This is an optimization exercise on Yosys and OpenROAD, whose aim is small area and a short achievable clock period, not a production implementation. Where RTL was checked, it was by simulation tests only, not by an equivalence proof against the original. Function not checked in runs 2 to 4, 6 and 8: the RTL went through the layout flow alone. No driver is modelled on the clock port, so clocking that relies on it looks cheaper here than on a real chip.

==> flow/config.mk <==
export PLATFORM = sky130hd
export DESIGN_NAME = moving_avg_filt
export DESIGN_NICKNAME = moving_avg_filt
export VERILOG_FILES = /design/flow/design.v
export SDC_FILE = /design/flow/constraint.sdc
export NUM_CORES = 4
export LEC_CHECK = 0
export ABC_CLOCK_PERIOD_IN_PS = 2000
export CAP_MARGIN = 20
export CORE_MARGIN = 2
export CORE_UTILIZATION = 60
export HOLD_SLACK_MARGIN = 0
export PLACE_DENSITY = 0.75
export SLEW_MARGIN = 20
==> flow/constraint.sdc <==
create_clock -name core_clock -period 8.0 [get_ports {clk}]
set_input_delay 1.6000 -clock core_clock [delete_from_list [all_inputs] [get_ports {clk}]]
set_output_delay 1.6000 -clock core_clock [all_outputs]
set_load 0.01 [all_outputs]
==> flow/design.v <==
module moving_avg_filt(
  input clk,
  input signed [7:0] signal_in,
  output signed [7:0] signal_out
  );
  parameter N = 64;  
  reg signed [7:0] q [0:N-1];
  reg signed [8:0] d;
  reg signed [13:0] sum;
  reg [13:0] acc;
  reg [5:0] phase;
  reg load;    
  wire signed [13:0] acc_sum = {~acc[13], acc[12:0]};
  integer i;
  always @(posedge clk) begin
    q[0] <= signal_in;
    for (i = 0; i < N - 1; i = i + 1)
      q[i + 1] <= q[i];
    d <= signal_in - q[N-1];
    phase <= phase + 6'd1;
    load <= (phase == 6'd62);
    sum <= (load ? acc_sum : sum) + d;
    acc <= (load ? 14'd0 : acc) + {~q[0][7], q[0][6:0]};
  end
  assign signal_out = sum[13:6];
endmodule
==> flow/flow/run.sh <==
#!/bin/bash
set -euo pipefail
bash standard.sh \
  BUFFER_PORTS_ARGS="-buffer_cell sky130_fd_sc_hd__buf_2" \
  CTS_ARGS="-sink_clustering_enable -repair_clock_nets -dont_use_dummy_load -sink_clustering_size 34 -sink_clustering_max_diameter 70 -buf_list {sky130_fd_sc_hd__clkbuf_16}" \
  SETUP_SLACK_MARGIN=5.4 \
  finish > flow.log 2>&1
==> flow/standard.sh <==
#!/bin/bash
# synth_recipe.tcl (not shown) runs the flow's synth.tcl, then flattens the netlist and writes it again
# the make line also repeats each setting of config.mk as NAME=value (left out here)
make -C /OpenROAD-flow-scripts/flow DESIGN_CONFIG=/design/flow/config.mk WORK_HOME=/design/flow/orfs CLKGATE_MAP_FILE= SYNTH_SCRIPT=/design/flow/synth_recipe.tcl "${@:-finish}"
==> results of run 1 <==
layout make-up:
cell class              instances  share of cell area
clock buffers                  20              0.0354
inverters                      28             0.00797
multi-input cells             237               0.133
flip-flops and latches        556               0.789
well taps                     280              0.0248
repair buffers                 19              0.0100
state kept, by name, indices dropped and copies added, names as in the netlist:
name,flops
sum,14
d,9
phase,6
load,1
acc,14
q,512
layout by cell type (no fill, tap or decap), drive strengths merged, types with 2 or more instances in the layout:
master and instances:
nor3 10, o311ai 3, a21o 6, and2 2
o41ai 2, nand3 10, mux2 14, a31oi 3
o211ai 4, nand2 13, a2111oi 3, fa 3
nand2b 8, a211o 2, o21ai 13, a211oi 4
dfxtp 556, xnor2 17, clkbuf 22, o2111ai 2
ha 31, o21a 10, buf 17, nor2 22
mux2i 2, nor2b 18, a21oi 13, inv 28
o31ai 4, xor2 3, and3 3
worst register-to-register path, cell delays in order, from the launching register on:
cell,delay [ps]
dfxtp_4,410
buf_12,160
mux2_2,350
ha_1,330
nor2b_4,150
o31a_1,290
o41ai_4,350
nor2_2,80
o311ai_1,250
worst paths after layout:
check / start / end / slack (ps)
hold / removal: q[1][7]$_DFF_P_ / q[2][7]$_DFF_P_ / 270
setup reg to reg: load$_DFF_P_ / sum[10]$_DFF_P_ / 5520
hold reg to reg: q[1][7]$_DFF_P_ / q[2][7]$_DFF_P_ / 270
setup / recovery: sum[13]$_DFF_P_ / signal_out[7] / 5440
per-layer routing:
metal	vias to the layer above	GRT usage	routed length, µm
li1	2730	-	-
met2	52	0.201	6440
met4	0	0.0356	359
met3	24	0.0222	376
met5	-	0	0
met1	2419	0.207	8420
kinds of logic (layout without fill, tap and decap cells):
logic type / after synthesis / after routing / synth area share
AOI/OAI and AO/OA: 75 / 75 / 0.0408
xor gates and xnor gates: 20 / 20 / 0.0133
adders and majority gates: 34 / 34 / 0.0341
buffers and inverters: 39 / 67 / 0.0134
DFF: 556 / 556 / 0.848
muxes: 16 / 16 / 0.0138
and+or+nand+nor: 92 / 92 / 0.0367
per-stage QoR:
| stage | instances | hold slack [ps] | util |
|---|---|---|---|
| floorplan | 832 | 310 | - |
| global placement | 1118 | 310 | 0.626 |
| detailed placement | 1118 | 312 | 0.626 |
| CTS | 1138 | 280 | 0.650 |
| global route | 1140 | 277 | 0.654 |
| finish | 1140 | 275 | 0.654 |
repair_timing:
action | in CTS | in global routing
pin swaps | 0 | 3
setup endpoints to repair | 10 | 12
resized for setup | 11 | 15
setup buffers | 0 | 1
cloned | 0 | 1
==> impl_metrics.csv, run 1 <==
group,metric,value,unit
sta,post-route-period-util,0.320,
grt,grt_max_degree,35,
yosys,synth_top_cell_area_share,0.848,
layout,seq_area,11100,µm²
routing,vias,5225,
floorplan,die_h,152,µm
routing,first_pass_iters,4,
yosys,syn_area,13100,µm²
clock_tree,cts_tree,"built",
sta,finalHoldViolCount,0,
critical_path,reg2regPathDepth,8,
sta,report.final.slew_viol_count,0,
floorplan,die-area,23100,µm²
sta,slew_headroom,0.707,
grt,grt_pass1_vias,5142,
critical_path,start_kind,"flop",
sta,max_freq,0.391,GHz
routing,drtAntennaViolNets,0,
clock_tree,path_clk_slew,110,ps
placed_design,hpwlAfterDp,8.96,mm
sta,fin_crit,2560,ps
routing,drc,0,
routing,routedWlPerCell,13.7,µm
grt,grt_pass1_wl,25.6,mm
yosys,syn_area_per_cell,15.8,µm²
yosys,synth_cell_types,49,
clock_tree,cts_root_buffer,"clkbuf_16",
clock_tree,ctsHoldBuffers,0,
critical_path,slowest_delay,340,ps
sta,skew,54.5,ps
critical_path,path_class,"flop to output pin",
critical_path,cp_cell_sequence,"buf_2",
critical_path,path_buf_inv,1,
grt,grtUsageTotal,0.135,
placed_design,place_area,13500,µm²
clock_tree,worstSkewPairLatency,540,ps
yosys,synth-edff-count,0,
yosys,synth_async_sr_flop_share,0,
layout,drive_above_1_share,0.0919,
job,drv_cap,0,
sta,tightest_slew,428,ps
critical_path,cp_top_family,"flip-flops",
sta,setup_violations,0,
yosys,synthesis.nets,875,
yosys,ys_ff_latch,556,
layout,multiInputGateArea,1880,µm²
clock_tree,ctsHtreeMaxLevel,1,
yosys,ys_seq_area_frac,0.848,
critical_path,crit_required,6400,ps
floorplan,start_util,0.607,
routing,dr.first_iter.drc_count,256,
floorplan,num_rows,54,
clock_tree,cts_made_buffers,20,
sta,fin_ws,5440,ps
min_path,whs_path_depth,0,
placed_design,gp_congestion,0.774,
yosys,ys_warn_count,2,
routing,viasPerCell,4.58,
min_path,hold_path.class,"flop to flop",
layout,num-nets-final,905,
critical_path,arrival,960,ps
floorplan,io_pins,17,
yosys,synth.area.top_cells,"dfxtp_1 (85%), ha_1 (3.0%), xnor2_1 (1.1%), mux2_2 (1.1%), nor2b_1 (0.81%)",
run_status,status,"timing/DRC/antenna clean",
grt,grt_overflow,0,
layout,fill_cells,1537,
clock_tree,clk_path_buf_depth,3,
yosys,synth-main-ff-cell,"dfxtp_1",
critical_path,cp_max_fo,2,
layout,final_area,14100,µm²
floorplan,die_w,152,µm
grt,antenna_found_initial,0,
layout,syn2layout_area_growth,7.62,%
yosys,yosysMostFrequentCell,"dfxtp_1",
placed_design,io_buffers,16,
yosys,synth_top_area_cell,"dfxtp_1",
yosys,netlist_top_cells_count,"dfxtp_1 (556), ha_1 (31), inv_1 (28)",
critical_path,worst_path_max_delay_cell,"dfxtp_2",
critical_path,cp.depth,1,
routing,wl,15.6,mm
sta,fin_setup_tns,0,ps
floorplan,core,21600,µm²
yosys,synthCells,832,
clock_tree,clock_sinks,556,
sta,rsz0062_at_grt,"no",
placed_design,place_ws,4900,ps
layout,diodes,0,
critical_path,endpoint_kind,"output pin",
==> inputs of run 2 (changes only) <==
==> flow/design.v (replaced) <==
module moving_avg_filt(
  input clk,
  input signed [7:0] signal_in,
  output signed [7:0] signal_out
  );
  parameter N = 64;  
  reg signed [7:0] q [0:N];
  reg signed [13:0] sum;
  reg [13:0] acc;
  reg [5:0] phase;
  reg load;    
  integer i;
  wire signed [13:0] acc_sum = {~acc[13], acc[12:0]};
  always @(posedge clk) begin
    q[0] <= signal_in;
    for (i = 0; i < N; i = i + 1)
      q[i + 1] <= q[i];
    phase <= phase + 6'd1;
    load <= (phase == 6'd62);
    sum <= (load ? acc_sum : sum) + q[0] - q[N];
    acc <= (load ? 14'd0 : acc) + {~q[0][7], q[0][6:0]};
  end
  assign signal_out = sum[13:6];
endmodule
==> run 2 against run 1 <==
Fmax is 8.7% lower. Die area is 1.8% lower. Critical path type is now flop to flop. Utilization up 1.7 points. Critical endpoint is now sum[13]$_DFF_P_. Clock-buffer cell count unchanged. Worst setup slack got worse by 240 ps. Synthesized cell count is 5.6% lower. Via count down 5.0%. Cell count is 3.0% lower.
==> impl_metrics.csv, run 2 <==
group,metric,value,unit
layout,num-nets-final,881,
routing,routedWlPerCell,13.8,µm
yosys,synth-main-ff-cell,"dfxtp_1",
sta,slew_headroom,0.692,
yosys,yosys.area_share.simple,0.0210,
clock_tree,clock_sinks,555,
clock_tree,path_clk_slew,120,ps
yosys,yosysMostFrequentCell,"dfxtp_1",
min_path,whs_endpoint,"q[4][3]$_DFF_P_",
sta,skew,40.0,ps
sta,fin_crit,2800,ps
layout,top_register,"q",
critical_path,r2r-end,"sum[13]$_DFF_P_",
placed_design,place_ws,4860,ps
routing,wl,15.3,mm
clock_tree,worstSkewPairLatency,530,ps
layout,layout_commonest_cell,"dfxtp_1",
sta,tightest_slew,461,ps
critical_path,reg2reg_from,"load$_DFF_P_",
yosys,synth_top_cell_area_share,0.862,
floorplan,num_rows,53,
yosys,syn_area,12900,µm²
layout,layout_common_cells,"dfxtp_1 (547), inv_1 (38), ha_1 (20), clkbuf_16 (20), buf_4 (17)",
sta,max_freq,0.357,GHz
clock_tree,cts_made_buffers,20,
clock_tree,cts_root_buffer,"clkbuf_16",
routing,viasPerCell,4.49,
clock_tree,cts_tree,"built",
yosys,synth_async_sr_flop_share,0,
sta,rsz0062_at_grt,"yes",
sta,fin_ws,5200,ps
yosys,ys_seq_area_frac,0.862,
clock_tree,clk_path_buf_depth,3,
sta,fin_setup_tns,0,ps
yosys,synth-edff-count,0,
yosys,synth_compound_area_frac,0.0240,
yosys,syn_area_per_cell,16.4,µm²
floorplan,die-area,22700,µm²
clock_tree,ctsHoldBuffers,0,
critical_path,cp_max_fo,5,
layout,syn2layout_area_growth,9.38,%
routing,drc,0,
routing,drtAntennaViolNets,0,
floorplan,die_h,151,µm
clock_tree,ctsHtreeMaxLevel,1,
min_path,whs_path_depth,0,
floorplan,io_pins,17,
critical_path,endpoint_kind,"flop",
sta,setup_violations,0,
yosys,ys_ff_latch,555,
grt,grtUsageTotal,0.143,
job,drv_cap,0,
yosys,netlist_top_cells_count,"dfxtp_1 (555), inv_1 (41), ha_1 (25)",
critical_path,reg2reg_slack,5200,ps
routing,vias,4965,
yosys,synth_top_family_by_area,"adder cells",
grt,antenna_found_initial,0,
floorplan,start_util,0.613,
yosys,synthesis.nets,833,
grt,grt_overflow,0,
yosys,synth_cell_types,38,
run_status,status,"timing/DRC/antenna clean",
layout,reg_top3,"q x520, acc x14, sum x14",
routing,dr.first_iter.drc_count,167,
yosys,synthCells,785,
floorplan,core,21000,µm²
grt,grt_pass1_wl,25.9,mm
placed_design,io_buffers,16,
placed_design,hpwlAfterDp,8.83,mm
routing,first_pass_iters,4,
critical_path,crit_required,8400,ps
yosys,yosys.area_share.adder,0.0460,
yosys,synth.area.top_cells,"dfxtp_1 (86%), ha_1 (2.4%), fa_1 (2.2%), inv_1 (1.2%), xnor2_1 (1.1%)",
critical_path,reg2regPathDepth,12,
grt,grt_max_degree,35,
floorplan,die_w,151,µm
layout,diodes,0,
yosys,synth_mux_area_frac,0.0101,
placed_design,gp_congestion,0.800,
yosys,ys_warn_count,2,
layout,largest_register_ffs,520,
min_path,hold_path.class,"flop to flop",
min_path,min_from,"q[3][3]$_DFF_P_",
sta,report.final.slew_viol_count,0,
layout,drive_above_1_share,0.106,
yosys,synth_top_area_cell,"dfxtp_1",
sta,finalHoldViolCount,0,
sta,post-route-period-util,0.350,
critical_path,path_class,"flop to flop",
critical_path,start_kind,"flop",
grt,grt_pass1_vias,5253,
critical_path,arrival,3200,ps
yosys,synth-xor-area-share,0.0189,
-- run 2: cell types whose count changed in the layout (fill, tap and decap cells not counted), moves of 8 or more --
cell     previous run  this run
buf_4               1        17
buf_6               1        10
fa_1                1        13
ha_1               29        20
inv_1              27        38
mux2_2             13         0
mux2i_1             2        10
nor2b_1            17         9
-- run 2: worst max path at each step --
stage,startpoint,endpoint,slack [ps],cells after the start
2_1_floorplan,load$_DFF_P_,sum[13]$_DFF_P_,5290,12
3_3_place_gp,load$_DFF_P_,sum[12]$_DFF_P_,4960,12
3_5_place_dp,load$_DFF_P_,sum[12]$_DFF_P_,4860,12
4_1_cts,load$_DFF_P_,sum[12]$_DFF_P_,5280,11
5_1_grt,load$_DFF_P_,sum[10]$_DFF_P_,5070,11
6_report,load$_DFF_P_,sum[13]$_DFF_P_,5200,12
-- run 2: per-layer routing --
| metal | wire length [µm] | up-vias | track usage |
|---|---|---|---|
| met5 | 0 | - | 0 |
| met4 | 293 | 0 | 0.0377 |
| met3 | 551 | 23 | 0.0276 |
| met2 | 6430 | 72 | 0.215 |
| met1 | 8020 | 2341 | 0.214 |
| li1 | - | 2529 | - |
-- run 2: logic make-up after synthesis --
group	count (synthesis)
DFF	555
and+or+nand+nor	53
buffers and inverters	52
AOI/OAI and AO/OA	46
adders and majority gates	39
xor gates and xnor gates	27
muxes	13
-- run 2: cell type report --
class / count / area, µm²
flip-flops and latches: 555 / 11100
repair buffers: 37 / 305
fillers: 1376 / 6930
inverters: 41 / 154
multi-input cells: 178 / 1670
well taps: 275 / 344
clock buffers: 20 / 500
-- run 2: per-stage QoR --
stage / hold slack (ps) / instances / util / cell area, µm²
after floorplan: 310 / 785 / - / 13000
after global placement: 310 / 1065 / 0.632 / 13300
after detailed placement: 312 / 1065 / 0.632 / 13300
after CTS: 309 / 1100 / 0.665 / 14000
after global routing: 310 / 1106 / 0.670 / 14100
final: 303 / 1106 / 0.670 / 14100
-- run 2: worst max-delay path: stages (launching register included) --
cell     delay [ps]
dfxtp_4         380
buf_12          140
buf_4           150
mux2i_1         130
fa_1            490
inv_1            40
ha_1            360
a21oi_2         200
o21ai_1         120
a21o_1          220
nor3_1          160
o31ai_1         120
and3_1          170
-- run 2: repair_timing --
action	in CTS	in global routing
cloned	0	0
setup endpoints to repair	21	18
pin swaps	12	2
setup buffers	15	6
resized for setup	21	14
==> inputs of run 3 (changes only) <==
--- a/flow/design.v
+++ b/flow/design.v
@@ -11,13 +11,18 @@
   reg load;    
   integer i;
   wire signed [13:0] acc_sum = {~acc[13], acc[12:0]};
+  wire [13:0] base = load ? acc_sum : sum;
+  wire [13:0] x = {{6{q[0][7]}}, q[0]};
+  wire [13:0] y = ~{{6{q[N][7]}}, q[N]};
+  wire [13:0] s3 = base ^ x ^ y;
+  wire [13:0] c3 = (base & x) | (base & y) | (x & y);
   always @(posedge clk) begin
     q[0] <= signal_in;
     for (i = 0; i < N; i = i + 1)
       q[i + 1] <= q[i];
     phase <= phase + 6'd1;
     load <= (phase == 6'd62);
-    sum <= (load ? acc_sum : sum) + q[0] - q[N];
+    sum <= s3 + {c3[12:0], 1'b1};
     acc <= (load ? 14'd0 : acc) + {~q[0][7], q[0][6:0]};
   end
   assign signal_out = sum[13:6];
==> run 3 against run 2 <==
Fmax rose by 7.0%. First-iteration DRC count rose by 21%. Worst hold slack got worse by 6.3 ps. Wire length rose by 3.5%. Clock skew rose by 37 ps. Cell count up 0.54%. Critical endpoint is now signal_out[7]. Highest routed layer unchanged.
==> impl_metrics.csv, run 3 <==
group,metric,value,unit
sta,finalHoldViolCount,0,
critical_path,cp_max_fo,2,
sta,slew_headroom,0.708,
clock_tree,worstSkewPairLatency,550,ps
critical_path,slowest_delay,350,ps
yosys,ys_ff_latch,555,
floorplan,num_rows,53,
yosys,ys_seq_area_frac,0.859,
yosys,synthCells,795,
placed_design,gp_congestion,0.763,
yosys,netlist_top_cells_count,"dfxtp_1 (555), inv_1 (42), ha_1 (22)",
clock_tree,cts_root_buffer,"clkbuf_16",
yosys,synth_async_sr_flop_share,0,
layout,layout_common_cells,"dfxtp_1 (545), inv_1 (40), clkbuf_16 (21)",
grt,gr-usage-met1,0.209,
grt,grtUsageTotal,0.145,
layout,final_cells,1112,
floorplan,die_h,151,µm
clock_tree,clock_sinks,555,
grt,grt_pass1_wl,26.1,mm
run_status,status,"timing/DRC/antenna clean",
yosys,synth_top_area_cell,"dfxtp_1",
layout,num-nets-final,885,
critical_path,path_class,"flop to output pin",
placed_design,io_buffers,16,
layout,multiInputGateArea,1670,µm²
placed_design,dp_cells,1076,
layout,seq_area,11100,µm²
layout,syn2layout_area_growth,9.10,%
layout,layout_commonest_cell,"dfxtp_1",
sta,fin_crit,2620,ps
critical_path,path_buf_inv,1,
sta,fin_ws,5380,ps
yosys,synth-edff-count,0,
yosys,ys_warn_count,2,
floorplan,start_util,0.613,
sta,max_freq,0.382,GHz
grt,grt_max_degree,35,
clock_tree,cts_tree,"built",
routing,dr.first_iter.drc_count,202,
grt,grt_overflow,0,
job,drv_cap,0,
clock_tree,ctsHtreeMaxLevel,1,
layout,utilization,0.669,
sta,post-route-period-util,0.327,
critical_path,cp_cell_sequence,"buf_6",
clock_tree,clk_path_buf_depth,3,
floorplan,die-area,22800,µm²
routing,first_pass_iters,5,
yosys,synth_top_cell_area_share,0.859,
sta,setup_violations,0,
routing,viasPerCell,4.54,
yosys,synth_cell_types,39,
layout,diodes,0,
placed_design,hpwlAfterDp,9.46,mm
yosys,yosysMostFrequentCell,"dfxtp_1",
clock_tree,cts_made_buffers,20,
sta,fin_setup_tns,0,ps
critical_path,endpoint_kind,"output pin",
yosys,synth.area.top_cells,"dfxtp_1 (86%), fa_1 (2.3%), ha_1 (2.1%), xnor2_1 (1.3%), inv_1 (1.2%)",
sta,tightest_slew,437,ps
layout,fill_cells,1419,
sta,rsz0062_at_grt,"yes",
critical_path,arrival,1020,ps
layout,reg_top3,"q x520, acc x14, sum x14",
sta,skew,76.9,ps
clock_tree,path_clk_slew,120,ps
sta,report.final.slew_viol_count,0,
yosys,synth-main-ff-cell,"dfxtp_1",
sta,fin_hold_ws,297,ps
critical_path,cp_top_family,"flip-flops",
routing,wl,15.8,mm
placed_design,place_ws,5150,ps
routing,routedWlPerCell,14.2,µm
yosys,syn_area,12900,µm²
grt,top_usage_layer,"met2",
yosys,syn_area_per_cell,16.3,µm²
min_path,hold_path.class,"flop to flop",
yosys,synthesis.nets,841,
grt,grt_pass1_vias,5236,
grt,use_met2,0.229,
grt,globalRouteMet3Util,0.0220,
routing,vias,5050,
routing,drc,0,
critical_path,start_kind,"flop",
clock_tree,ctsHoldBuffers,0,
layout,largest_register_ffs,520,
layout,top_register,"q",
critical_path,worst_path_max_delay_cell,"dfxtp_2",
floorplan,io_pins,17,
routing,drtAntennaViolNets,0,
floorplan,die_w,151,µm
critical_path,crit_required,6400,ps
grt,antenna_found_initial,0,
layout,drive_above_1_share,0.102,
floorplan,core,21100,µm²
run 3: per-stage QoR:
stage | instance area (µm²)
after CTS | 14000
final | 14100
after global placement | 13300
after detailed placement | 13300
after floorplan | 13000
after global routing | 14100
run 3: path summary, 6_finish.rpt:
kind / from / end / slack (ps) / depth (start not counted)
setup reg to reg: load$_DFF_P_ / sum[12]$_DFF_P_ / 5380 / 11
hold / removal: q[56][7]$_DFF_P_ / q[57][7]$_DFF_P_ / 300 / 0
setup / recovery: sum[13]$_DFF_P_ / signal_out[7] / 5380 / 1
hold reg to reg: q[56][7]$_DFF_P_ / q[57][7]$_DFF_P_ / 300 / 0
run 3: what timing repair did:
action                                  CTS  global route
resized for setup                        35             7
gates cloned                              1             1
pin swaps                                 4             4
endpoints found under the setup margin   17            15
buffers inserted                          9             5
run 3: routing by layer:
metal	vias up	share of wire
li1	2563	-
met1	2387	0.50
met2	70	0.44
met3	30	0.031
met4	0	0.029
met5	-	0
run 3: kinds of logic (layout without fill, tap and decap cells):
| logic type | after synthesis | in the layout | share of synthesized area |
|---|---|---|---|
| flops | 555 | 555 | 0.859 |
| simple gates | 55 | 55 | 0.0225 |
| compound gates | 54 | 54 | 0.0270 |
| buf+inv | 53 | 95 | 0.0179 |
| fa+ha+maj | 37 | 37 | 0.0445 |
| xor+xnor | 27 | 27 | 0.0183 |
| mux | 14 | 14 | 0.0109 |
run 3: cell type report:
cell class,count,area share
Timing Repair Buffer,33,0.0222
Inverter,42,0.0114
Clock buffer,20,0.0355
Sequential cell,555,0.788
Multi-Input combinational cell,187,0.118
Tap cell,275,0.0244
==> inputs of run 4 (changes only) <==
==> flow/design.v (replaced) <==
module moving_avg_filt(
  input clk,
  input signed [7:0] signal_in,
  output signed [7:0] signal_out
  );
  parameter N = 64;  
  reg signed [7:0] q [0:N-1];
  reg signed [8:0] d;
  reg signed [13:0] sum;
  reg [13:0] acc;
  reg [5:0] phase;
  reg load;    
  wire signed [13:0] acc_sum = {~acc[13], acc[12:0]};
  wire [7:0] acc_lo = load ? 8'd0 : acc[7:0];
  wire [8:0] alo = {1'b0, acc_lo} + {1'b0, ~q[0][7], q[0][6:0]};
  wire [5:0] ahi_up = acc[13:8] + 6'd1;
  wire [5:0] ahi = load ? 6'd0 : (alo[8] ? ahi_up : acc[13:8]);
  integer i;
  always @(posedge clk) begin
    q[0] <= signal_in;
    for (i = 0; i < N - 1; i = i + 1)
      q[i + 1] <= q[i];
    d <= signal_in - q[N-1];
    phase <= phase + 6'd1;
    load <= (phase == 6'd62);
    sum <= (load ? acc_sum : sum) + d;
    acc <= {ahi, alo[7:0]};
  end
  assign signal_out = sum[13:6];
endmodule
==> run 4 against run 3 <==
Largest cell class unchanged. Critical path type unchanged. Wire length grew 1.1%. Register-to-register slack gained 160 ps. Global-route usage grew 0.30 points. Sequential share of layout area grew 1.2 points. Synthesized area is essentially flat. Worst hold slack lost 13 ps. Still clean. Clock skew shrank 38 ps.
==> impl_metrics.csv, run 4 <==
group,metric,value,unit
floorplan,io_pins,17,
floorplan,start_util,0.614,
grt,grt_max_degree,35,
yosys,synth_top_cell_area_share,0.860,
layout,fill_cells,1412,
yosys,netlist_top_cells_count,"dfxtp_1 (556), ha_1 (32), inv_1 (24), nor2_1 (24), xnor2_1 (21)",
clock_tree,clk_path_buf_depth,3,
clock_tree,cts_tree,"built",
routing,viasPerCell,4.59,
layout,top_register,"q",
sta,skew,39.0,ps
yosys,ys_warn_count,2,
routing,dr.first_iter.drc_count,229,
layout,largest_register_ffs,512,
clock_tree,clock_sinks,556,
grt,grt_overflow,0,
critical_path,path_class,"flop to output pin",
layout,diodes,0,
sta,tightest_slew,420,ps
critical_path,cp_max_fo,2,
critical_path,cp_top_family,"flip-flops",
yosys,synth_cell_types,44,
yosys,synth_async_sr_flop_share,0,
layout,reg_top3,"q x512, acc x14, sum x14",
floorplan,die-area,22800,µm²
floorplan,die_w,151,µm
sta,rsz0062_at_grt,"yes",
sta,slew_headroom,0.718,
min_path,whs_path_depth,0,
routing,wl,16.0,mm
placed_design,io_buffers,16,
clock_tree,cts_root_buffer,"clkbuf_16",
placed_design,hpwlAfterDp,9.27,mm
layout,utilization,0.660,
grt,antenna_found_initial,0,
clock_tree,cts_made_buffers,21,
sta,finalHoldViolCount,0,
yosys,syn_area_per_cell,16.3,µm²
floorplan,die_h,151,µm
critical_path,arrival,970,ps
min_path,hold_path.class,"flop to flop",
routing,routedWlPerCell,14.6,µm
sta,fin_ws,5430,ps
critical_path,endpoint_kind,"output pin",
yosys,ys_seq_area_frac,0.860,
critical_path,slowest_delay,340,ps
job,drv_cap,0,
sta,fin_crit,2570,ps
sta,report.final.slew_viol_count,0,
critical_path,start_kind,"flop",
routing,drc,0,
sta,max_freq,0.389,GHz
grt,grtUsageTotal,0.148,
critical_path,r2r-end,"sum[12]$_DFF_P_",
routing,drtAntennaViolNets,0,
grt,grt_pass1_wl,26.6,mm
yosys,syn_area,12900,µm²
layout,syn2layout_area_growth,7.52,%
placed_design,place_ws,4860,ps
yosys,synth-edff-count,0,
clock_tree,ctsHtreeMaxLevel,1,
layout,num-nets-final,866,
yosys,synthCells,793,
sta,post-route-period-util,0.321,
yosys,synth-main-ff-cell,"dfxtp_1",
yosys,ys_ff_latch,556,
min_path,whs_endpoint,"q[51][0]$_DFF_P_",
placed_design,gp_congestion,0.812,
grt,grt_pass1_vias,5231,
yosys,yosysMostFrequentCell,"dfxtp_1",
clock_tree,worstSkewPairLatency,530,ps
sta,fin_setup_tns,0,ps
yosys,synthesis.nets,837,
min_path,min_from,"q[50][0]$_DFF_P_",
clock_tree,path_clk_slew,110,ps
critical_path,worst_path_max_delay_cell,"dfxtp_2",
critical_path,crit_required,6400,ps
yosys,synth_top_area_cell,"dfxtp_1",
critical_path,reg2regPathDepth,9,
critical_path,cp_cell_sequence,"buf_2",
critical_path,reg2reg_from,"load$_DFF_P_",
floorplan,num_rows,53,
routing,first_pass_iters,4,
critical_path,reg2reg_slack,5540,ps
routing,vias,5021,
yosys,synth.area.top_cells,"dfxtp_1 (86%), ha_1 (3.1%), xnor2_1 (1.4%), inv_1 (0.70%), nor2_1 (0.70%)",
sta,setup_violations,0,
floorplan,core,21100,µm²
run_status,status,"timing/DRC/antenna clean",
critical_path,path_buf_inv,1,
layout,layout_common_cells,"dfxtp_1 (547), ha_1 (31), nor2_1 (24)",
layout,layout_commonest_cell,"dfxtp_1",
layout,drive_above_1_share,0.0841,
run 4: cell count changes in the layout (fill, tap and decap cells not counted), moves of 8 or more:
| cell | previous run | this run |
|---|---|---|
| ha_1 | 19 | 31 |
| nor2_1 | 9 | 24 |
| buf_4 | 14 | 3 |
| inv_1 | 40 | 23 |
| mux2i_1 | 12 | 3 |
| fa_1 | 13 | 2 |
| o21a_1 | 0 | 8 |
run 4: per-layer routing:
layer	GRT usage	routed length, µm	up-vias	part of all wire
li1	-	-	2561	-
met1	0.216	8190	2372	0.51
met2	0.230	7000	58	0.44
met3	0.0247	461	30	0.029
met4	0.0435	360	0	0.022
met5	0	0	-	0
run 4: cell families after synthesis:
logic type                 share of synthesized area
DFF                                            0.860
buffers and inverters                         0.0132
adders and majority gates                     0.0356
and+or+nand+nor                               0.0288
AOI/OAI and AO/OA                             0.0300
xor gates and xnor gates                      0.0196
muxes                                         0.0128
run 4: cell type report:
| class | instances | area (µm²) | share of cell area |
|---|---|---|---|
| multi-input combinational | 200 | 1670 | 0.120 |
| timing repair buffer | 19 | 134 | 0.00962 |
| sequential | 556 | 11100 | 0.801 |
| clock buffer | 21 | 526 | 0.0378 |
| inverter | 24 | 97.6 | 0.00701 |
| tap | 275 | 344 | 0.0247 |
run 4: what timing repair did:
item,CTS,global route
buffers inserted,0,3
pin swaps,1,3
hold buffers,0,0
endpoints found under the setup margin,26,13
resized for setup,10,7
run 4: stage by stage:
| step | instances | instance area, µm² | hold slack, ps |
|---|---|---|---|
| global placement | 1071 | 13300 | 311 |
| finish | 1095 | 13900 | 284 |
| CTS | 1092 | 13900 | 285 |
| floorplan | 793 | 13000 | 310 |
| detailed placement | 1071 | 13300 | 312 |
| global route | 1095 | 13900 | 286 |
run 4: worst max-delay path by stage:
stage,start,end,cells after the start
CTS,sum[6]$_DFF_P_,signal_out[0],1
global placement,signal_in[0],d[8]$_DFF_P_,9
detailed placement,signal_in[0],d[8]$_DFF_P_,9
global route,signal_in[0],d[8]$_DFF_P_,9
finish,sum[13]$_DFF_P_,signal_out[7],1
floorplan,signal_in[0],d[8]$_DFF_P_,8
==> inputs of run 5 (changes only) <==
--- a/flow/design.v
+++ b/flow/design.v
@@ -9,12 +9,13 @@
   reg signed [13:0] sum;
   reg [13:0] acc;
   reg [5:0] phase;
-  reg load;    
+  reg load;
+  reg keep;
   wire signed [13:0] acc_sum = {~acc[13], acc[12:0]};
-  wire [7:0] acc_lo = load ? 8'd0 : acc[7:0];
+  wire [7:0] acc_lo = keep ? acc[7:0] : 8'd0;
   wire [8:0] alo = {1'b0, acc_lo} + {1'b0, ~q[0][7], q[0][6:0]};
   wire [5:0] ahi_up = acc[13:8] + 6'd1;
-  wire [5:0] ahi = load ? 6'd0 : (alo[8] ? ahi_up : acc[13:8]);
+  wire [5:0] ahi = keep ? (alo[8] ? ahi_up : acc[13:8]) : 6'd0;
   integer i;
   always @(posedge clk) begin
     q[0] <= signal_in;
@@ -23,6 +24,7 @@
     d <= signal_in - q[N-1];
     phase <= phase + 6'd1;
     load <= (phase == 6'd62);
+    keep <= (phase != 6'd62);
     sum <= (load ? acc_sum : sum) + d;
     acc <= {ahi, alo[7:0]};
   end
==> run 5 against run 4 <==
Critical path type unchanged. Via count is 1.9% lower. Flip-flop and latch count rose by 1. Synthesized cell count shrank 0.50%. Worst hold slack lost 1.1 ps.
==> impl_metrics.csv, run 5 <==
group,metric,value,unit
layout,diodes,0,
sta,max_freq,0.391,GHz
yosys,synth_cell_types,39,
grt,grt_max_degree,35,
floorplan,die-area,22600,µm²
routing,first_pass_iters,4,
yosys,synth_top_cell_area_share,0.867,
clock_tree,ctsHtreeMaxLevel,1,
yosys,ys_warn_count,2,
layout,multiInputGateArea,1600,µm²
job,drv_cap,0,
layout,fill_cells,1431,
layout,top_register,"q",
critical_path,start_kind,"flop",
min_path,hold_path.class,"flop to flop",
yosys,synthesis.nets,833,
critical_path,worst_path_max_delay_cell,"dfxtp_2",
critical_path,cp_max_fo,2,
yosys,synth_async_sr_flop_share,0,
placed_design,gp_congestion,0.783,
critical_path,path_buf_inv,1,
floorplan,io_pins,17,
yosys,synth.area.top_cells,"dfxtp_1 (87%), ha_1 (3.1%), xnor2_1 (1.4%), mux2_2 (1.1%), a21oi_1 (0.74%)",
critical_path,cp_cell_sequence,"buf_2",
routing,viasPerCell,4.51,
floorplan,die_h,150,µm
layout,drive_above_1_share,0.0857,
grt,grt_pass1_wl,24.7,mm
sta,setup_violations,0,
critical_path,reg2reg_from,"load$_DFF_P_",
floorplan,num_rows,53,
critical_path,cp_top_family,"flip-flops",
yosys,synthCells,789,
floorplan,die_w,150,µm
yosys,yosysMostFrequentCell,"dfxtp_1",
run_status,status,"timing/DRC/antenna clean",
placed_design,place_ws,4850,ps
yosys,syn_area_per_cell,16.3,µm²
sta,rsz0062_at_grt,"yes",
sta,finalHoldViolCount,0,
sta,post-route-period-util,0.319,
critical_path,endpoint_kind,"output pin",
clock_tree,cts_tree,"built",
yosys,synth-main-ff-cell,"dfxtp_1",
sta,slew_headroom,0.731,
critical_path,path_class,"flop to output pin",
placed_design,hpwlAfterDp,9.07,mm
routing,routedWlPerCell,13.7,µm
sta,report.final.slew_viol_count,0,
critical_path,reg2reg_slack,5520,ps
grt,grt_pass1_vias,5125,
sta,fin_setup_tns,0,ps
clock_tree,cts_root_buffer,"clkbuf_16",
critical_path,r2r-end,"sum[10]$_DFF_P_",
yosys,ys_ff_latch,557,
yosys,synth_top_area_cell,"dfxtp_1",
grt,grt_overflow,0,
critical_path,cp.depth,1,
yosys,syn_area,12900,µm²
sta,tightest_slew,398,ps
yosys,synth-edff-count,0,
layout,num-nets-final,863,
critical_path,slowest_delay,340,ps
sta,fin_ws,5440,ps
layout,seq_area,11200,µm²
routing,vias,4926,
clock_tree,path_clk_slew,110,ps
sta,fin_crit,2560,ps
clock_tree,clk_path_buf_depth,3,
critical_path,startpoint,"sum[6]$_DFF_P_",
critical_path,arrival,960,ps
floorplan,core,21000,µm²
yosys,netlist_top_cells_count,"dfxtp_1 (557), ha_1 (32), xnor2_1 (20)",
critical_path,critPathCapture,"signal_out[0]",
layout,reg_top3,"q x512, acc x14, sum x14",
yosys,ys_seq_area_frac,0.867,
grt,antenna_found_initial,0,
layout,layout_common_cells,"dfxtp_1 (548), ha_1 (31), clkbuf_16 (21)",
layout,syn2layout_area_growth,7.33,%
clock_tree,worstSkewPairLatency,530,ps
layout,layout_commonest_cell,"dfxtp_1",
clock_tree,cts_made_buffers,21,
routing,drc,0,
critical_path,reg2regPathDepth,7,
layout,largest_register_ffs,512,
routing,dr.first_iter.drc_count,252,
routing,wl,15.0,mm
placed_design,io_buffers,16,
sta,skew,46.9,ps
routing,drtAntennaViolNets,0,
critical_path,crit_required,6400,ps
floorplan,start_util,0.612,
clock_tree,clock_sinks,557,
grt,grtUsageTotal,0.138,
## run 5: changes by cell type after synthesis, sizes merged, moves of 3 or more
cell,before,now
a21oi,12,19
and2,1,8
inv,24,19
nand2,6,10
nor2,24,17
nor2b,13,3
o21a,8,5
## run 5: area by class of cell
| cell class | instances | share of cell area |
|---|---|---|
| Clock buffer | 21 | 0.0381 |
| Tap cell | 275 | 0.0249 |
| Sequential cell | 557 | 0.808 |
| Inverter | 19 | 0.00571 |
| Multi-Input combinational cell | 202 | 0.116 |
| Timing Repair Buffer | 18 | 0.00707 |
## run 5: worst min path at each step
stage | from | to | slack [ps] | depth (start not counted)
after floorplan | q[9][0]$_DFF_P_ | q[10][0]$_DFF_P_ | 310 | 0
after global placement | q[1][6]$_DFF_P_ | q[2][6]$_DFF_P_ | 310 | 0
after detailed placement | q[13][1]$_DFF_P_ | q[14][1]$_DFF_P_ | 310 | 0
after CTS | q[45][7]$_DFF_P_ | q[46][7]$_DFF_P_ | 290 | 0
after global routing | q[45][7]$_DFF_P_ | q[46][7]$_DFF_P_ | 290 | 0
final | q[45][7]$_DFF_P_ | q[46][7]$_DFF_P_ | 280 | 0
## run 5: stage by stage
step	hold slack [ps]	instances	util	cell area [µm²]
6_report	283	1092	0.657	13800
5_1_grt	292	1092	0.657	13800
4_1_cts	294	1092	0.656	13800
3_5_place_dp	312	1069	0.630	13200
3_3_place_gp	312	1069	0.630	13200
2_1_floorplan	310	789	-	12900
## run 5: repair_timing
action | 4_1_cts | 5_1_grt
hold buffers | 0 | 0
buffers inserted | 2 | 0
pin swaps | 0 | 3
setup endpoints to repair | 10 | 8
gates resized for setup | 6 | 8
## run 5: cell families (layout without fill, tap and decap cells)
group | Yosys count | after routing | share of synthesized area
AO/OA/AOI/OAI | 55 | 55 | 0.0263
XOR/XNOR | 27 | 27 | 0.0184
adder cells (fa/ha/maj) | 35 | 35 | 0.0358
buffers and inverters | 30 | 58 | 0.0114
flip-flops | 557 | 557 | 0.867
multiplexers | 15 | 15 | 0.0129
AND/OR/NAND/NOR | 70 | 70 | 0.0286
## run 5: per-layer routing
layer / vias to the layer above / part of all wire / global-route usage
li1: 2564 / - / -
met1: 2288 / 0.52 / 0.202
met2: 46 / 0.43 / 0.213
met3: 28 / 0.028 / 0.0233
met4: 0 / 0.025 / 0.0401
met5: - / 0 / 0
==> inputs of run 6 (changes only) <==
==> flow/design.v (replaced) <==
module moving_avg_filt(
  input clk,
  input signed [7:0] signal_in,
  output signed [7:0] signal_out
  );
  parameter N = 64;  
  reg signed [7:0] q [0:N-1];
  reg signed [8:0] d;
  reg signed [13:0] sum;
  reg [13:0] acc;
  reg [5:0] phase;
  reg load;    
  integer i;
  wire [13:0] base = load ? {~acc[13], acc[12:0]} : sum;
  wire [9:0] lo = {1'b0, base[8:0]} + {1'b0, d[8:0]};
  wire [4:0] hi_up = base[13:9] + 5'd1;
  wire [4:0] hi_dn = base[13:9] - 5'd1;
  wire [4:0] hi = (lo[9] == d[8]) ? base[13:9] : (lo[9] ? hi_up : hi_dn);
  wire [7:0] acc_lo = load ? 8'd0 : acc[7:0];
  wire [8:0] alo = {1'b0, acc_lo} + {1'b0, ~q[0][7], q[0][6:0]};
  wire [5:0] ahi_up = acc[13:8] + 6'd1;
  wire [5:0] ahi = load ? 6'd0 : (alo[8] ? ahi_up : acc[13:8]);
  always @(posedge clk) begin
    q[0] <= signal_in;
    for (i = 0; i < N - 1; i = i + 1)
      q[i + 1] <= q[i];
    d <= signal_in - q[N-1];
    phase <= phase + 6'd1;
    load <= (phase == 6'd62);
    sum <= {hi, lo[8:0]};
    acc <= {ahi, alo[7:0]};
  end
  assign signal_out = sum[13:6];
endmodule
==> flow/flow/run.sh (replaced) <==
#!/bin/bash
set -euo pipefail
bash standard.sh \
  BUFFER_PORTS_ARGS="-buffer_cell sky130_fd_sc_hd__buf_2" \
  CTS_ARGS="-sink_clustering_enable -repair_clock_nets -dont_use_dummy_load -sink_clustering_size 34 -sink_clustering_max_diameter 70 -buf_list {sky130_fd_sc_hd__clkbuf_16}" \
  SETUP_SLACK_MARGIN=5.6 \
  finish > flow.log 2>&1
==> run 6 against run 5 <==
Register-to-register slack worse by 530 ps. Via count up 3.1%. Non-clock buffer count increased by 28. Sequential share of layout area shrank 3.7 points. Fmax fell by 15%. Global-route usage rose by 0.71 points. Die area up 0.47%. Worst setup slack worse by 450 ps. Cell count grew 2.6%. Synthesized cell count unchanged. Synthesized area up 0.49%. Critical endpoint is now sum[13]$_DFF_P_. Largest cell class unchanged.
==> impl_metrics.csv, run 6 <==
group,metric,value,unit
run_status,status,"timing/DRC/antenna clean",
grt,grt_pass1_vias,5310,
floorplan,core,21100,µm²
yosys,synth-edff-count,0,
yosys,ys_seq_area_frac,0.861,
routing,wl,16.2,mm
sta,tightest_slew,673,ps
critical_path,reg2reg_from,"load$_DFF_P_",
critical_path,reg2reg_slack,4990,ps
yosys,synth-xor-area-share,0.0190,
yosys,synthesis.nets,833,
routing,dr.first_iter.drc_count,159,
layout,largest_register_ffs,512,
layout,layout_common_cells,"dfxtp_1 (548), inv_1 (24), buf_4 (24)",
sta,fin_setup_tns,0,ps
sta,fin_ws,4990,ps
routing,vias,5078,
clock_tree,worstSkewPairLatency,520,ps
sta,setup_violations,0,
yosys,syn_area_per_cell,16.4,µm²
yosys,synth_compound_area_frac,0.0262,
clock_tree,cts_tree,"built",
placed_design,gp_congestion,0.761,
layout,seq_area,11100,µm²
clock_tree,ctsHtreeMaxLevel,1,
routing,routedWlPerCell,14.5,µm
sta,report.final.slew_viol_count,0,
yosys,synth_top_area_cell,"dfxtp_1",
min_path,whs_path_depth,0,
layout,syn2layout_area_growth,11.7,%
routing,first_pass_iters,4,
floorplan,die_w,151,µm
layout,top_register,"q",
critical_path,cp_max_fo,6,
critical_path,start_kind,"flop",
clock_tree,ctsHoldBuffers,0,
min_path,hold_path.class,"flop to flop",
grt,grt_overflow,0,
critical_path,path_class,"flop to flop",
yosys,synth_mux_area_frac,0.0173,
floorplan,start_util,0.613,
routing,viasPerCell,4.53,
sta,post-route-period-util,0.376,
floorplan,die_h,151,µm
layout,diodes,0,
yosys,ys_ff_latch,556,
clock_tree,clk_path_buf_depth,3,
job,drv_cap,0,
yosys,synth_async_sr_flop_share,0,
placed_design,place_area,13500,µm²
layout,num-nets-final,891,
sta,max_freq,0.332,GHz
yosys,syn_area,12900,µm²
clock_tree,path_clk_slew,110,ps
layout,multiInputGateArea,1900,µm²
layout,drive_above_1_share,0.159,
grt,grt_max_degree,35,
min_path,whs_endpoint,"q[44][3]$_DFF_P_",
critical_path,reg2regPathDepth,14,
yosys,synth_cell_types,42,
yosys,yosysMostFrequentCell,"dfxtp_1",
floorplan,die-area,22700,µm²
critical_path,r2r-end,"sum[13]$_DFF_P_",
routing,drtAntennaViolNets,0,
clock_tree,cts_made_buffers,21,
grt,grt_pass1_wl,26.3,mm
layout,final_area,14400,µm²
yosys,yosys.area_share.adder,0.0362,
yosys,synth.area.top_cells,"dfxtp_1 (86%), ha_1 (3.0%), xnor2_1 (1.5%), mux2_2 (0.96%), inv_1 (0.84%)",
clock_tree,clock_sinks,556,
sta,slew_headroom,0.547,
layout,reg_top3,"q x512, acc x14, sum x14",
critical_path,crit_required,8400,ps
sta,finalHoldViolCount,0,
layout,layout_commonest_cell,"dfxtp_1",
floorplan,io_pins,17,
sta,rsz0062_at_grt,"yes",
critical_path,arrival,3400,ps
yosys,synth_top_cell_area_share,0.861,
routing,drc,0,
yosys,synthCells,789,
sta,skew,28.4,ps
placed_design,place_ws,4390,ps
grt,grtUsageTotal,0.145,
yosys,yosys.area_share.simple,0.0256,
sta,fin_crit,3010,ps
grt,antenna_found_initial,0,
placed_design,io_buffers,16,
yosys,synth-main-ff-cell,"dfxtp_1",
clock_tree,cts_root_buffer,"clkbuf_16",
floorplan,num_rows,53,
layout,fill_cells,1356,
yosys,synth_top_family_by_area,"adder cells",
yosys,netlist_top_cells_count,"dfxtp_1 (556), ha_1 (31), inv_1 (29)",
critical_path,endpoint_kind,"flop",
yosys,ys_warn_count,2,
min_path,min_from,"q[43][3]$_DFF_P_",
placed_design,hpwlAfterDp,8.87,mm
-- run 6: worst max-delay path by stage --
stage | startpoint | endpoint | slack, ps
2_1_floorplan | load$_DFF_P_ | sum[12]$_DFF_P_ | 4950
3_5_place_dp | load$_DFF_P_ | sum[13]$_DFF_P_ | 4390
5_1_grt | load$_DFF_P_ | sum[13]$_DFF_P_ | 4910
6_report | load$_DFF_P_ | sum[13]$_DFF_P_ | 4990
4_1_cts | load$_DFF_P_ | sum[13]$_DFF_P_ | 4930
3_3_place_gp | load$_DFF_P_ | sum[12]$_DFF_P_ | 4580
-- run 6: per-layer routing --
layer	track usage	wire [µm]	vias up
met5	0	0	-
met4	0.0463	513	0
met3	0.0238	427	38
met2	0.230	7270	52
met1	0.207	7980	2401
li1	-	-	2587
-- run 6: cells by family (layout without fill, tap and decap cells) --
| group | count (synthesis) | count (layout) |
|---|---|---|
| buffers and inverters | 40 | 96 |
| muxes | 20 | 20 |
| AOI/OAI and AO/OA | 46 | 46 |
| DFF | 556 | 556 |
| and+or+nand+nor | 64 | 64 |
| xor gates and xnor gates | 28 | 28 |
| adders and majority gates | 35 | 35 |
-- run 6: layout make-up --
class / instances / area share
multi-input cells: 193 / 0.132
well taps: 275 / 0.0238
inverters: 29 / 0.00823
clock buffers: 21 / 0.0364
flip-flops and latches: 556 / 0.772
repair buffers: 46 / 0.0282
-- run 6: per-stage QoR --
step            util  hold slack [ps]  std cells
4_1_cts        0.676              312       1110
2_1_floorplan      -              310        789
3_3_place_gp   0.638              312       1069
6_report       0.685              306       1120
5_1_grt        0.685              316       1120
3_5_place_dp   0.638              312       1069
-- run 6: worst max-delay path: stages, from the launching register on --
cell and delay, ps:
dfxtp_4 390, buf_12 140, buf_12 120, mux2_4 300, ha_4 300, nand2_4 70, or4_4 430, o211ai_4 130
inv_4 80, ha_4 270, nor2b_4 130, o21ai_2 70, a21oi_1 170, mux2i_1 130, xnor2_1 150
-- run 6: what timing repair did --
action | 4_1_cts | 5_1_grt
endpoints found under the setup margin | 20 | 25
pin swaps | 21 | 22
endpoints found under the hold margin | 0 | 0
setup buffers | 20 | 10
gates resized for setup | 28 | 27
==> inputs of run 7 (changes only) <==
==> flow/design.v (replaced) <==
module moving_avg_filt(
  input clk,
  input signed [7:0] signal_in,
  output signed [7:0] signal_out
  );
  parameter N = 64;  
  reg signed [7:0] q [0:N-1];
  reg signed [8:0] d;
  reg signed [13:0] sum;
  reg [13:0] acc;
  reg [5:0] phase;
  reg load;    
  wire signed [13:0] acc_sum = {~acc[13], acc[12:0]};
  integer i;
  always @(posedge clk) begin
    q[0] <= signal_in;
    for (i = 0; i < N - 1; i = i + 1)
      q[i + 1] <= q[i];
    d <= signal_in - q[N-1];
    phase <= phase + 6'd1;
    load <= (phase == 6'd62);
    sum <= (load ? acc_sum : sum) + d;
    acc <= (load ? 14'd0 : acc) + {~q[0][7], q[0][6:0]};
  end
  assign signal_out = sum[13:6];
endmodule
==> flow/flow/run.sh (replaced) <==
#!/bin/bash
set -euo pipefail
bash standard.sh \
  BUFFER_PORTS_ARGS="-buffer_cell sky130_fd_sc_hd__buf_2" \
  CTS_ARGS="-sink_clustering_enable -repair_clock_nets -dont_use_dummy_load -branching_point_buffers_distance 1000 -distance_between_buffers 1000 -sink_clustering_size 34 -sink_clustering_max_diameter 70 -buf_list {sky130_fd_sc_hd__clkbuf_16}" \
  SETUP_SLACK_MARGIN=5.4 \
  finish > flow.log 2>&1
==> run 7 against run 6 <==
Clock-buffer cell count decreased by 1. Register-to-register slack improved by 530 ps. Wire length shrank 3.7%. Clock skew grew 26 ps. Fmax grew 17%. Critical endpoint is now signal_out[7]. Utilization decreased by 3.1 points. Non-clock buffer count decreased by 27. Critical path depth shrank 13. Worst setup slack gained 450 ps. Die area increased by 1.5%. Critical path type is now flop to output pin. Global-route usage decreased by 1.0 points. Largest cell class unchanged.
==> impl_metrics.csv, run 7 <==
group,metric,value,unit
layout,final_area,14100,µm²
sta,report.final.slew_viol_count,0,
yosys,syn_area,13100,µm²
layout,top_register,"q",
sta,max_freq,0.391,GHz
yosys,synth.area.top_cells,"dfxtp_1 (85%), ha_1 (3.0%), xnor2_1 (1.1%), mux2_2 (1.1%), nor2b_1 (0.81%)",
routing,first_pass_iters,4,
floorplan,start_util,0.607,
critical_path,reg2regPathDepth,8,
sta,finalHoldViolCount,0,
placed_design,place_area,13500,µm²
critical_path,cp_top_family,"flip-flops",
run_status,status,"timing/DRC/antenna clean",
critical_path,worst_path_max_delay_cell,"dfxtp_2",
yosys,yosysMostFrequentCell,"dfxtp_1",
sta,rsz0062_at_grt,"no",
placed_design,gp_congestion,0.774,
layout,reg_top3,"q x512, acc x14, sum x14",
grt,grt_overflow,0,
sta,post-route-period-util,0.320,
yosys,synth-main-ff-cell,"dfxtp_1",
critical_path,cp_max_fo,2,
floorplan,io_pins,17,
layout,utilization,0.654,
critical_path,cp_cell_sequence,"buf_2",
clock_tree,worstSkewPairLatency,540,ps
clock_tree,clk_path_buf_depth,3,
grt,grt_max_degree,35,
critical_path,endpoint_kind,"output pin",
yosys,ys_seq_area_frac,0.848,
routing,viasPerCell,4.58,
critical_path,path_buf_inv,1,
layout,drive_above_1_share,0.0919,
grt,grt_pass1_wl,25.6,mm
clock_tree,cts_made_buffers,20,
layout,diodes,0,
clock_tree,clock_sinks,556,
sta,tightest_slew,428,ps
layout,num-nets-final,905,
critical_path,reg2reg_slack,5520,ps
grt,grtUsageTotal,0.135,
yosys,synth_cell_types,49,
yosys,synth-edff-count,0,
clock_tree,cts_tree,"built",
layout,largest_register_ffs,512,
yosys,synth_top_area_cell,"dfxtp_1",
floorplan,core,21600,µm²
critical_path,cp.depth,1,
floorplan,num_rows,54,
clock_tree,cts_root_buffer,"clkbuf_16",
layout,syn2layout_area_growth,7.62,%
layout,fill_cells,1537,
routing,drtAntennaViolNets,0,
clock_tree,ctsHtreeMaxLevel,1,
yosys,syn_area_per_cell,15.8,µm²
placed_design,dp_cells,1118,
routing,wl,15.6,mm
critical_path,slowest_delay,340,ps
critical_path,crit_required,6400,ps
floorplan,die_h,152,µm
sta,setup_violations,0,
routing,dr.first_iter.drc_count,256,
yosys,ys_ff_latch,556,
layout,layout_commonest_cell,"dfxtp_1",
sta,fin_crit,2560,ps
yosys,netlist_top_cells_count,"dfxtp_1 (556), ha_1 (31), inv_1 (28)",
floorplan,die_w,152,µm
clock_tree,path_clk_slew,110,ps
critical_path,arrival,960,ps
placed_design,hpwlAfterDp,8.96,mm
yosys,synth_async_sr_flop_share,0,
grt,grt_pass1_vias,5142,
clock_tree,ctsHoldBuffers,0,
layout,layout_common_cells,"dfxtp_1 (547), ha_1 (29), inv_1 (27)",
sta,skew,54.5,ps
routing,drc,0,
job,drv_cap,0,
yosys,synthesis.nets,875,
critical_path,start_kind,"flop",
routing,routedWlPerCell,13.7,µm
yosys,synthCells,832,
yosys,synth_top_cell_area_share,0.848,
sta,slew_headroom,0.707,
min_path,whs_path_depth,0,
min_path,hold_path.class,"flop to flop",
critical_path,path_class,"flop to output pin",
routing,vias,5225,
sta,fin_setup_tns,0,ps
yosys,ys_warn_count,2,
floorplan,die-area,23100,µm²
placed_design,io_buffers,16,
layout,final_cells,1140,
grt,antenna_found_initial,0,
[run 7: area by class of cell]
type / instances / area [µm²] / area share
Sequential cell: 556 / 11100 / 0.789
Multi-Input combinational cell: 237 / 1880 / 0.133
Clock buffer: 20 / 500 / 0.0354
Tap cell: 280 / 350 / 0.0248
Timing Repair Buffer: 19 / 141 / 0.0100
Inverter: 28 / 113 / 0.00797
[run 7: logic make-up after synthesis]
kind of cell,share of synthesized area
mux,0.0138
buf+inv,0.0134
compound gates,0.0408
simple gates,0.0367
fa+ha+maj,0.0341
flops,0.848
xor+xnor,0.0133
[run 7: path summary, 6_finish.rpt]
kind	from	end
setup / recovery	sum[13]$_DFF_P_	signal_out[7]
hold / removal	q[1][7]$_DFF_P_	q[2][7]$_DFF_P_
setup reg to reg	load$_DFF_P_	sum[10]$_DFF_P_
hold reg to reg	q[1][7]$_DFF_P_	q[2][7]$_DFF_P_
[run 7: worst register-to-register path, stage by stage, from the launching register on]
cell	delay [ps]
dfxtp_4	410
buf_12	160
mux2_2	350
ha_1	330
nor2b_4	150
o31a_1	290
o41ai_4	350
nor2_2	80
o311ai_1	250
[run 7: through the flow]
stage | hold WS, ps | setup slack [ps]
6_report | 275 | 5440
2_1_floorplan | 310 | 5160
4_1_cts | 280 | 5400
5_1_grt | 277 | 5400
3_3_place_gp | 310 | 4900
3_5_place_dp | 312 | 4900
[run 7: layer usage]
layer	vias to the layer above	GRT usage	part of all wire
met3	24	0.0222	0.024
met2	52	0.201	0.41
met5	-	0	0
met4	0	0.0356	0.023
li1	2730	-	-
met1	2419	0.207	0.54
[run 7: what timing repair did]
action	in CTS	in global routing
resized for setup	11	15
setup buffers	0	1
pin swaps	0	3
gates cloned	0	1
endpoints found under the setup margin	10	12
==> inputs of run 8 (changes only) <==
==> flow/design.v (replaced) <==
module moving_avg_filt(
  input clk,
  input signed [7:0] signal_in,
  output reg signed [7:0] signal_out
  );
  parameter N = 64;  
  reg signed [7:0] input_signal_queue [0:N-1];
  reg signed [13:0] signal_in_sum;
  integer iter;
  always @ (posedge clk) begin
    input_signal_queue[0] <= signal_in;
    for (iter = 0; iter < N - 1; iter = iter + 1)
    begin
      input_signal_queue[iter + 1] <= input_signal_queue[iter];
    end  
  end
  always @(*) begin
    signal_in_sum = 0;
    for (iter = 0; iter < N; iter = iter + 1) begin
      signal_in_sum = signal_in_sum + input_signal_queue[iter];
    end
  end
  always@(posedge clk) begin
    signal_out <= signal_in_sum >>> 6;
  end  
endmodule
==> flow/run.sh (new file) <==
#!/bin/bash
# synth_recipe.tcl (not shown) runs the flow's synth.tcl, then flattens the netlist and writes it again
# the make line also repeats each setting of config.mk as NAME=value (left out here)
make -C /OpenROAD-flow-scripts/flow DESIGN_CONFIG=/design/flow/config.mk WORK_HOME=/design/flow/orfs CLKGATE_MAP_FILE= SYNTH_SCRIPT=/design/flow/synth_recipe.tcl finish
==> flow/config.mk (replaced) <==
export PLATFORM = sky130hd
export DESIGN_NAME = moving_avg_filt
export DESIGN_NICKNAME = moving_avg_filt
export VERILOG_FILES = /design/flow/design.v
export SDC_FILE = /design/flow/constraint.sdc
export NUM_CORES = 4
export LEC_CHECK = 0
export CAP_MARGIN = 20
export CORE_MARGIN = 2
export CORE_UTILIZATION = 40
export SLEW_MARGIN = 20
removed: flow/flow/run.sh
removed: flow/standard.sh
==> run 8 against run 7 <==
Largest cell class is now multi-input combinational cells. Cell count grew 150%. Synthesized cell count grew 130%. Utilization shrank 20 points. Critical path type is now flop to flop.
==> impl_metrics.csv, run 8 <==
group,metric,value,unit
run_status,status,"timing/DRC/antenna clean",
yosys,synth.area.top_cells,"fa_1 (44%), dfxtp_1 (42%), inv_1 (11%), ha_1 (2.5%), xnor2_1 (0.56%)",
layout,diodes,0,
clock_tree,ctsHtreeMaxLevel,2,
critical_path,path_buf_inv,6,
routing,wl,34.8,mm
layout,layout_commonest_cell,"inv_1",
sta,fin_ws,570,ps
routing,dr.first_iter.drc_count,310,
placed_design,io_buffers,16,
grt,grt_overflow,0,
routing,first_pass_iters,4,
critical_path,reg2regPathDepth,23,
critical_path,slowest_delay,580,ps
layout,num-nets-final,2544,
placed_design,place_area,26100,µm²
critical_path,reg2reg_slack,570,ps
yosys,synth_compound_area_frac,0.00478,
yosys,ys_ff_latch,520,
yosys,synthCells,1872,
floorplan,start_util,0.404,
layout,drive_above_1_share,0.0507,
yosys,ys_seq_area_frac,0.418,
yosys,synthesis.nets,2471,
clock_tree,clock_sinks,520,
clock_tree,post_cts_buffers,0,
layout,reg_top3,"input_signal_queue x512, signal_out x8",
grt,grtUsageTotal,0.124,
critical_path,arrival,7900,ps
layout,syn2layout_area_growth,12.9,%
yosys,yosys.area_share.adder,0.460,
routing,routedWlPerCell,12.3,µm
sta,setup_violations,0,
placed_design,hpwlAfterDp,28.9,mm
min_path,hold_path.class,"flop to flop",
critical_path,worst_path_max_delay_cell,"fa_1",
floorplan,io_pins,17,
sta,post-route-period-util,0.929,
layout,seq_area,10400,µm²
yosys,synth_mux_area_frac,0,
critical_path,cp.depth,23,
layout,utilization,0.456,
yosys,synth-edff-count,0,
job,drv_cap,0,
sta,tightest_slew,395,ps
critical_path,cp_max_fo,3,
min_path,min_from,"input_signal_queue[37][4]$_DFF_P_",
yosys,synth_async_sr_flop_share,0,
sta,fin_setup_tns,0,ps
floorplan,num_rows,91,
routing,drc,0,
yosys,yosys.area_share.simple,0.00307,
yosys,synth-xor-area-share,0.00563,
min_path,whs_endpoint,"input_signal_queue[38][4]$_DFF_P_",
layout,top_register,"input_signal_queue",
yosys,yosysMostFrequentCell,"inv_1",
yosys,synth_cell_types,24,
routing,vias,11000,
sta,report.final.slew_viol_count,0,
critical_path,r2r-end,"signal_out[7]$_DFF_P_",
grt,grt_pass1_vias,13300,
critical_path,crit_required,8470,ps
grt,grt_pass1_wl,63.5,mm
clock_tree,ctsHoldBuffers,0,
grt,antenna_found_initial,0,
min_path,whs_path_depth,0,
yosys,syn_area,24900,µm²
critical_path,cp_common_cell,"fa_1",
floorplan,die_w,253,µm
yosys,ys_warn_count,2,
==> run 8: cell types whose count changed in the layout (fill, tap and decap cells not counted), moves of 14 or more <==
cell             before  now
nor2b_1              17    0
clkbuf_16            21   55
buf_2                14    0
inv_1                27  716
ha_1                 29   49
fa_1                  1  541
nor2_1               21    5
clkdlybuf4s50_1       0   16
dfxtp_1             547  520
==> run 8: worst register-to-register path, stage by stage, from the launching register on <==
cell and delay (ps):
dfxtp_1 320, inv_1 60, fa_1 530, inv_1 50
fa_1 530, fa_1 460, fa_1 580, inv_1 60
fa_1 470, fa_1 570, inv_1 70, fa_1 510
fa_1 430, fa_1 510, inv_1 40, fa_1 470
inv_1 40, ha_1 310, and2_4 180, a221o_1 330
a31oi_2 250, o21ai_2 140, a31o_1 250, xnor2_1 120
==> run 8: stage by stage <==
stage | std cells | hold WS, ps
floorplan | 1872 | 331
global placement | 2725 | 334
detailed placement | 2725 | 337
CTS | 2828 | 322
global route | 2828 | 339
finish | 2828 | 329
==> run 8: kinds of logic (layout without fill, tap and decap cells) <==
kind of cell,Yosys count,in the layout
AOI/OAI and AO/OA,15,15
xor gates and xnor gates,16,16
adders and majority gates,590,590
buffers and inverters,716,835
DFF,520,520
and+or+nand+nor,15,15
==> run 8: worst max path at each step <==
stage,slack [ps],endpoint,from
after global routing,290,signal_out[7]$_DFF_P_,input_signal_queue[51][4]$_DFF_P_
after CTS,520,signal_out[7]$_DFF_P_,input_signal_queue[51][4]$_DFF_P_
after global placement,720,signal_out[7]$_DFF_P_,input_signal_queue[48][4]$_DFF_P_
after floorplan,960,signal_out[5]$_DFF_P_,input_signal_queue[39][7]$_DFF_P_
final,570,signal_out[7]$_DFF_P_,input_signal_queue[51][4]$_DFF_P_
after detailed placement,580,signal_out[7]$_DFF_P_,input_signal_queue[51][4]$_DFF_P_
==> run 8: final cells by class <==
type,instances,share of cell area
multi-input cells,636,0.419
clock inverters,32,0.0164
well taps,837,0.0373
flip-flops and latches,520,0.371
inverters,716,0.0957
repair buffers,16,0.00570
clock buffers,71,0.0547
==> run 8: per-layer routing <==
metal  vias to the layer above  global-route usage  share of wire
li1                       5216                   -              -
met5                         -                   0              0
met2                        85               0.222           0.54
met4                         0              0.0402          0.024
met1                      5633               0.153           0.40
met3                        62              0.0200          0.034

## afterwards: timing with drivers on the ports
In the flow no input, the clock included, has a driving cell. The finished layouts below were timed again as built, in two steps. Step 1 (the two cells are an assumption about what drives the block):
set clk [get_ports {clk}]
set_driving_cell -lib_cell sky130_fd_sc_hd__clkbuf_16 $clk
set_driving_cell -lib_cell sky130_fd_sc_hd__buf_2 [delete_from_list [all_inputs] $clk]
Step 2 times the ports against the registers' clock, not the clock port: input delays grow and output delays shrink by t, the midpoint of the rising clock arrivals with the driver on. a / b / c = no drivers / after step 1 / after step 2; a / b = the first two.
| run | t (ns) | setup slack, ns | worst data-port slew with drivers (ns) |
|---|---|---|---|
| run 1 | 0.556 | 5.440 / 5.395 / 4.947 | 0.08 |
| run 2 | 0.558 | 5.196 / 5.196 / 5.196 | 0.03 |
| run 3 | 0.553 | 5.380 / 5.340 / 5.381 | 0.03 |
| run 4 | 0.560 | 5.431 / 5.386 / 4.887 | 0.07 |
| run 5 | 0.556 | 5.445 / 5.399 / 4.946 | 0.06 |
| run 6 | 0.564 | 4.992 / 4.992 / 4.920 | 0.05 |
| run 7 | 0.556 | 5.440 / 5.395 / 4.947 | 0.08 |
| run 8 | 0.651 | 0.570 / 0.570 / 0.570 | 0.04 |
After both steps setup and hold are still met in every run listed. For run 4, which loses most, drivers alone change the setup slack by -0.045 ns; drivers and shift together by -0.544 ns.
